What follows belongs to an exercise in optimizing a design on an open flow for small area, a short achievable clock period and few clock cycles; a production flow would make more cautious choices. Function was checked by simulation only, so behaviour that the tests miss may differ from the original. Power and IR drop assume default switching activity.

==> design.v <==
`timescale 100 ns / 10 ps
module floatMult16 (floatA,floatB,product);
input [15:0] floatA, floatB;
output reg [15:0] product;
reg sign;
reg signed [5:0] exponent;  
reg [9:0] mantissa;
reg [10:0] fractionA, fractionB;	 
reg [21:0] fraction;
always @ (floatA or floatB) begin
	if (floatA == 0 || floatB == 0) begin
		product = 0;
	end else begin
		sign = floatA[15] ^ floatB[15];
		exponent = floatA[14:10] + floatB[14:10] - 5'd15 + 5'd2;
		fractionA = {1'b1,floatA[9:0]};
		fractionB = {1'b1,floatB[9:0]};
		fraction = fractionA * fractionB;
		if (fraction[21] == 1'b1) begin
			fraction = fraction << 1;
			exponent = exponent - 1; 
		end else if (fraction[20] == 1'b1) begin
			fraction = fraction << 2;
			exponent = exponent - 2;
		end else if (fraction[19] == 1'b1) begin
			fraction = fraction << 3;
			exponent = exponent - 3;
		end else if (fraction[18] == 1'b1) begin
			fraction = fraction << 4;
			exponent = exponent - 4;
		end else if (fraction[17] == 1'b1) begin
			fraction = fraction << 5;
			exponent = exponent - 5;
		end else if (fraction[16] == 1'b1) begin
			fraction = fraction << 6;
			exponent = exponent - 6;
		end else if (fraction[15] == 1'b1) begin
			fraction = fraction << 7;
			exponent = exponent - 7;
		end else if (fraction[14] == 1'b1) begin
			fraction = fraction << 8;
			exponent = exponent - 8;
		end else if (fraction[13] == 1'b1) begin
			fraction = fraction << 9;
			exponent = exponent - 9;
		end else if (fraction[12] == 1'b0) begin
			fraction = fraction << 10;
			exponent = exponent - 10;
		end 
		mantissa = fraction[21:12];
		if(exponent[5]==1'b1) begin  
			product=16'b0000000000000000;
		end
		else begin
			product = {sign,exponent[4:0],mantissa};
		end
	end
end
endmodule
`timescale 100 ns / 10 ps
module floatAdd16 (floatA,floatB,sum);
input [15:0] floatA, floatB;
output reg [15:0] sum;
reg sign;
reg signed [5:0] exponent;  
reg [9:0] mantissa;
reg [4:0] exponentA, exponentB;
reg [10:0] fractionA, fractionB, fraction;	 
reg [7:0] shiftAmount;
reg cout;
always @ (floatA or floatB) begin
	exponentA = floatA[14:10];
	exponentB = floatB[14:10];
	fractionA = {1'b1,floatA[9:0]};
	fractionB = {1'b1,floatB[9:0]}; 
	exponent = exponentA;
	if (floatA == 0) begin						 
		sum = floatB;
	end else if (floatB == 0) begin					 
		sum = floatA;
	end else if (floatA[14:0] == floatB[14:0] && floatA[15]^floatB[15]==1'b1) begin
		sum=0;
	end else begin
		if (exponentB > exponentA) begin
			shiftAmount = exponentB - exponentA;
			fractionA = fractionA >> (shiftAmount);
			exponent = exponentB;
		end else if (exponentA > exponentB) begin 
			shiftAmount = exponentA - exponentB;
			fractionB = fractionB >> (shiftAmount);
			exponent = exponentA;
		end
		if (floatA[15] == floatB[15]) begin			 
			{cout,fraction} = fractionA + fractionB;
			if (cout == 1'b1) begin
				{cout,fraction} = {cout,fraction} >> 1;
				exponent = exponent + 1;
			end
			sign = floatA[15];
		end else begin						 
			if (floatA[15] == 1'b1) begin
				{cout,fraction} = fractionB - fractionA;
			end else begin
				{cout,fraction} = fractionA - fractionB;
			end
			sign = cout;
			if (cout == 1'b1) begin
				fraction = -fraction;
			end else begin
			end
			if (fraction [10] == 0) begin
				if (fraction[9] == 1'b1) begin
					fraction = fraction << 1;
					exponent = exponent - 1;
				end else if (fraction[8] == 1'b1) begin
					fraction = fraction << 2;
					exponent = exponent - 2;
				end else if (fraction[7] == 1'b1) begin
					fraction = fraction << 3;
					exponent = exponent - 3;
				end else if (fraction[6] == 1'b1) begin
					fraction = fraction << 4;
					exponent = exponent - 4;
				end else if (fraction[5] == 1'b1) begin
					fraction = fraction << 5;
					exponent = exponent - 5;
				end else if (fraction[4] == 1'b1) begin
					fraction = fraction << 6;
					exponent = exponent - 6;
				end else if (fraction[3] == 1'b1) begin
					fraction = fraction << 7;
					exponent = exponent - 7;
				end else if (fraction[2] == 1'b1) begin
					fraction = fraction << 8;
					exponent = exponent - 8;
				end else if (fraction[1] == 1'b1) begin
					fraction = fraction << 9;
					exponent = exponent - 9;
				end else if (fraction[0] == 1'b1) begin
					fraction = fraction << 10;
					exponent = exponent - 10;
				end 
			end
		end
		mantissa = fraction[9:0];
		if(exponent[5]==1'b1) begin  
			sum = 16'b0000000000000000;
		end
		else begin
			sum = {sign,exponent[4:0],mantissa};
		end		
	end		
end
endmodule
`timescale 100 ns / 10 ps
module processingElement16(clk,reset,floatA,floatB,result);
parameter DATA_WIDTH = 16;
input clk, reset;
input [DATA_WIDTH-1:0] floatA, floatB;
output reg [DATA_WIDTH-1:0] result;
wire [DATA_WIDTH-1:0] multResult;
wire [DATA_WIDTH-1:0] addResult;
floatMult16 FM (floatA,floatB,multResult);
floatAdd16 FADD (multResult,result,addResult);
always @ (posedge clk or posedge reset) begin
	if (reset == 1'b1) begin
		result <= 0;
	end else begin
		result <= addResult;
	end
end
endmodule
`timescale 100 ns / 10 ps
module convUnit (
    clk,
    reset,
    image,
    filter,
    result,
    done
);
    parameter DATA_WIDTH = 16;
    parameter D = 1;
    parameter F = 5;
    input clk, reset;
    input [D*F*F*DATA_WIDTH-1:0] image, filter;
    output [DATA_WIDTH-1:0] result;
    output reg done;   
    reg [DATA_WIDTH-1:0] selectedInput1, selectedInput2;
    integer i;
    processingElement16 PE (
        .clk   (clk),
        .reset (reset),
        .floatA(selectedInput1),
        .floatB(selectedInput2),
        .result(result)
    );
    always @(posedge clk, posedge reset) begin
        if (reset == 1'b1) begin   
            i <= 0;
            selectedInput1 <= 0;
            selectedInput2 <= 0;
            done <= 1'b0;
        end else if (i > D*F*F-1) begin  
            selectedInput1 <= 0;
            selectedInput2 <= 0;
            done <= 1'b1;
        end else begin  
            selectedInput1 <= image[DATA_WIDTH*i+:DATA_WIDTH];
            selectedInput2 <= filter[DATA_WIDTH*i+:DATA_WIDTH];
            i <= i + 1;
        end
    end
endmodule
==> run.sh <==
#!/bin/bash
# synth_recipe.tcl (not shown) runs the flow's synth.tcl, then flattens the netlist and writes it again
# the make line also repeats each setting of config.mk as NAME=value (left out here)
make -C /OpenROAD-flow-scripts/flow DESIGN_CONFIG=/design/flow/config.mk WORK_HOME=/design/flow/orfs CLKGATE_MAP_FILE= SYNTH_SCRIPT=/design/flow/synth_recipe.tcl finish
==> config.mk <==
export PLATFORM = sky130hd
export DESIGN_NAME = convUnit
export DESIGN_NICKNAME = convUnit
export VERILOG_FILES = /design/flow/design.v
export SDC_FILE = /design/flow/constraint.sdc
export NUM_CORES = 4
export LEC_CHECK = 0
export CAP_MARGIN = 20
export CORE_AREA = 5 5 285 285
export DIE_AREA = 0 0 290 290
export SLEW_MARGIN = 20
==> constraint.sdc <==
create_clock -name core_clock -period 16.0 [get_ports {clk}]
set_input_delay 3.2000 -clock core_clock [delete_from_list [all_inputs] [get_ports {clk}]]
set_output_delay 3.2000 -clock core_clock [all_outputs]
set_load 0.01 [all_outputs]
==> flow_metrics.py <==
metrics = {
    "placement": {
        "port_buffers": 818,
        "dpl.cell_count": 4109,
        "gp_congestion": 1.036,
        "place_hpwl_um": 105500,
    },
    "clock_network": {
        "root_buffer": "clkbuf_16",
        "numCtsBuffers": 9,
        "postCtsHoldBufs": 0,
        "cts_buffer_depth": 2,
        "clkSlewWorstSetupHoldPaths_ps": 70,
        "cts_tree": "done",
        "cts_resized": 0,
        "htreeDepth": 3,
        "cts_sinks": 81,
        "clkLatencyLatePin_ps": 390,
        "cts_setup_buffers": 0,
    },
    "finish": {
        "layout.cells.non_filler": 4132,
        "fillers": 7871,
        "syn2layout_area_growth_pct": 44.26,
        "drive_above_1_share": 0.1122,
        "nNetsFinal": 4112,
    },
    "setup_path": {
        "reg2reg_from": "selectedInput1[5]",
        "cp.arrival_ps": 15020,
        "crit_slowest_cell": "o221ai_1",
        "reg2regPathDepth": 50,
        "crit_fanout": 24,
        "start_kind": "flop",
        "critical_path_required_ps": 16260,
        "critical_path.most_common_cell": "inv_1",
        "r2r-end": "PE.result[10]",
        "reg2reg_setup_slack_ps": 1240,
        "max_stage_delay_ps": 760,
        "cp-end-kind": "flop",
        "critical_path_class": "flop to flop",
    },
    "drt": {
        "final_antenna_net_count": 0,
        "wirelength_um": 123000,
        "drc": 0,
        "dr.pass1.iters": 5,
        "viasPerCell": 5.682,
        "drt_iter0_markers": 2650,
        "routedWlPerCell_um": 29.76,
        "vias": 23479,
    },
    "pwr": {
        "netSwitchingPower_w": 0.001985,
        "power_frac_seq": 0.080,
        "p_clk_frac": 0.064,
        "peakVddDrop_mv": 0.2116,
        "p_per_area_nw_per_um2": 112.4,
        "switching_share": 0.5743,
        "p_int_w": 0.001472,
        "p_leak_nw": 12.39,
        "pwr-share-comb": 0.856,
    },
    "logic_synthesis": {
        "ys_warn_count": 4,
        "synth_area_um2": 21310,
        "synthFlopType": "dfrtp_1",
        "netlist_instances": 2387,
        "synth_top_area_cell": "mux4_2",
        "synth_top_area_frac": 0.2367,
        "synth_seq_area_share": 0.09512,
        "post_synth_num_cell_types": 98,
        "syn-num-nets": 3419,
        "async_flop_share": 1.000,
        "avgSynthCellArea_um2": 8.927,
        "synthTopCellsByArea": "mux4_2, dfrtp_1, ha_1",
        "synth_edf_count": 0,
        "synth_seq_cells": 81,
    },
    "min_path": {
        "hp-class": "flop to flop",
        "hp-start": "done",
        "holdPathStages": 1,
        "holdPathEnd": "done",
    },
    "sta": {
        "slew_headroom": 0.2211,
        "fin_crit_ps": 14760,
        "hold_viol": 0,
        "finalSetupViolCount": 0,
        "skew_ps": 12.53,
        "fin_tns_setup_ps": 0,
        "finalMaxSlewViolations": 0,
        "rsz0062_at_grt": "false",
        "worst_slew_pin_slew_ps": 1160,
        "finalCritPeriodShare": 0.9227,
        "fmax_mhz": 67.73,
    },
    "floorplan": {
        "die_area_um2": 84100,
        "fp.coreArea_um2": 77590,
        "ioPinCount": 819,
        "rows": 102,
        "initial_core_util": 0.2746,
        "die_h_um": 290,
        "die_x_um": 290,
    },
    "run_status": {
        "status": "no timing/DRC/antenna violations",
    },
    "grt": {
        "grt_use_total": 0.2787,
        "overflow": 0,
        "grt_pass1_wl_um": 172300,
        "first_global_vias": 23094,
        "grt_max_degree": 92,
        "antenna_found_initial": 43,
    },
    "flow_run": {
        "cap_violations": 0,
    },
}
[routing by layer]
metal,global-route usage,vias up,wire length (µm)
li1,-,10275,-
met1,0.3690,11620,50410
met2,0.4615,1365,57770
met3,0.05957,193,10500
met4,0.07902,26,4135
met5,0,-,169
[power by group through the flow]
stage          Sequential [W]  Combinational (W)  Clock, W
6_report             0.000276            0.00296  0.000222
5_1_grt              0.000278            0.00314  0.000234
4_1_cts              0.000273            0.00286  0.000228
3_5_place_dp         0.000277            0.00285         0
3_3_place_gp         0.000278            0.00287         0
2_1_floorplan        0.000264            0.00197         0
[critical path, delay by kind of cell, from the launching register on]
kind / cells / cell delay [ps]
simple gates: 8 / 1700
fa+ha+maj: 8 / 3480
flops: 1 / 550
buf+inv: 7 / 700
compound gates: 26 / 8020
mux: 1 / 180
[registers in the layout, summed over array words and instances (netlist names)]
register / cells
selectedInput2: 16
PE.result: 16
i: 32
done: 1
selectedInput1: 16
[how the worst max path moves through the flow]
stage                            startpoint       endpoint  slack, ps  cells after the start
final                     selectedInput1[5]  PE.result[10]       1240                     50
after detailed placement  selectedInput2[3]  PE.result[10]       1570                     51
after CTS                 selectedInput1[5]  PE.result[10]       1550                     48
after global placement    selectedInput1[6]  PE.result[11]       1820                     50
after floorplan           selectedInput1[7]  PE.result[13]       3800                     60
after global routing      selectedInput2[2]  PE.result[13]        120                     51
[cells in the mapped netlist (45+ instances only)]
master / n
dfrtp_1: 81
inv_1: 205
nand2_1: 201
a21oi_1: 112
mux2i_1: 84
clkbuf_1: 125
xnor2_1: 91
nor2_1: 173
fa_1: 86
o21ai_0: 136
mux4_2: 224
ha_1: 144
and2_1: 65
nand3_1: 45
[final cells by class]
cell class,count,area (µm²),share of cell area
Antenna cell,7,17.52,0.0005698
Clock buffer,10,239.0,0.007774
Clock inverter,6,50.05,0.001628
Inverter,209,785.8,0.02556
Multi-Input combinational cell,1920,17800,0.5789
Sequential cell,81,2043,0.06647
Tap cell,1040,1301,0.04233
Timing Repair Buffer,859,8508,0.2768
[per-stage QoR]
stage,setup WS [ps],area [µm²],utilization,hold slack (ps),total power (W)
global placement,1824,30430,0.3922,468.3,0.003146
floorplan,3805,21310,-,467.1,0.002237
global route,120.7,30730,0.3960,511.2,0.003649
CTS,1550,30720,0.3959,486.8,0.003365
detailed placement,1573,30430,0.3922,455.5,0.003122
finish,1236,30740,0.3962,484.6,0.003457
[cells in the final DEF (no fill, tap or decap), types with 86 or more instances in the layout]
cell type / netlist / routed
o21ai_0: 136 / 136
a21oi_1: 112 / 112
mux4_2: 224 / 224
inv_1: 205 / 204
xnor2_1: 91 / 91
nor2_1: 173 / 173
nand2_1: 201 / 200
clkdlybuf4s50_1: 0 / 818
fa_1: 86 / 86
ha_1: 144 / 144
[logic make-up (layout without fill, tap and decap cells)]
logic type | count (synthesis) | count (layout) | synth area share
XOR/XNOR | 126 | 126 | 0.05284
AND/OR/NAND/NOR | 664 | 664 | 0.1490
adder cells (fa/ha/maj) | 230 | 230 | 0.1653
AO/OA/AOI/OAI | 587 | 587 | 0.1886
flip-flops | 81 | 81 | 0.09512
buffers and inverters | 386 | 1084 | 0.07017
multiplexers | 313 | 313 | 0.2790
other | 0 | 7 | 0
Testbench counts, summed over its fixed seeds: cycles 13,824.

re-timing with driven ports:
Ports are ideal in the flow. The routed layout listed here was re-timed in OpenROAD. Step 1 sets driving cells, clkbuf_16 on the clock port and buf_2 on the other inputs (assumed; they add their load-dependent delay and slew). Step 2 moves the port delays by t, midway between the first and last clock arrival at a register: inputs arrive t later, outputs are due t later. That takes back most of the time a late clock gives input paths. a / b / c = ideal / step 1 / step 2; a / b = the first two.
t, ns: 0.447
setup slack, ns: 1.236 / 1.236 / 1.236
worst setup path after step 2: register to register
worst slew at a driven data input, ns: 0.37
After both steps this run still meets setup and hold. The setup slack of this run moves by 0.000 ns with the drivers and by 0.000 ns with both steps.
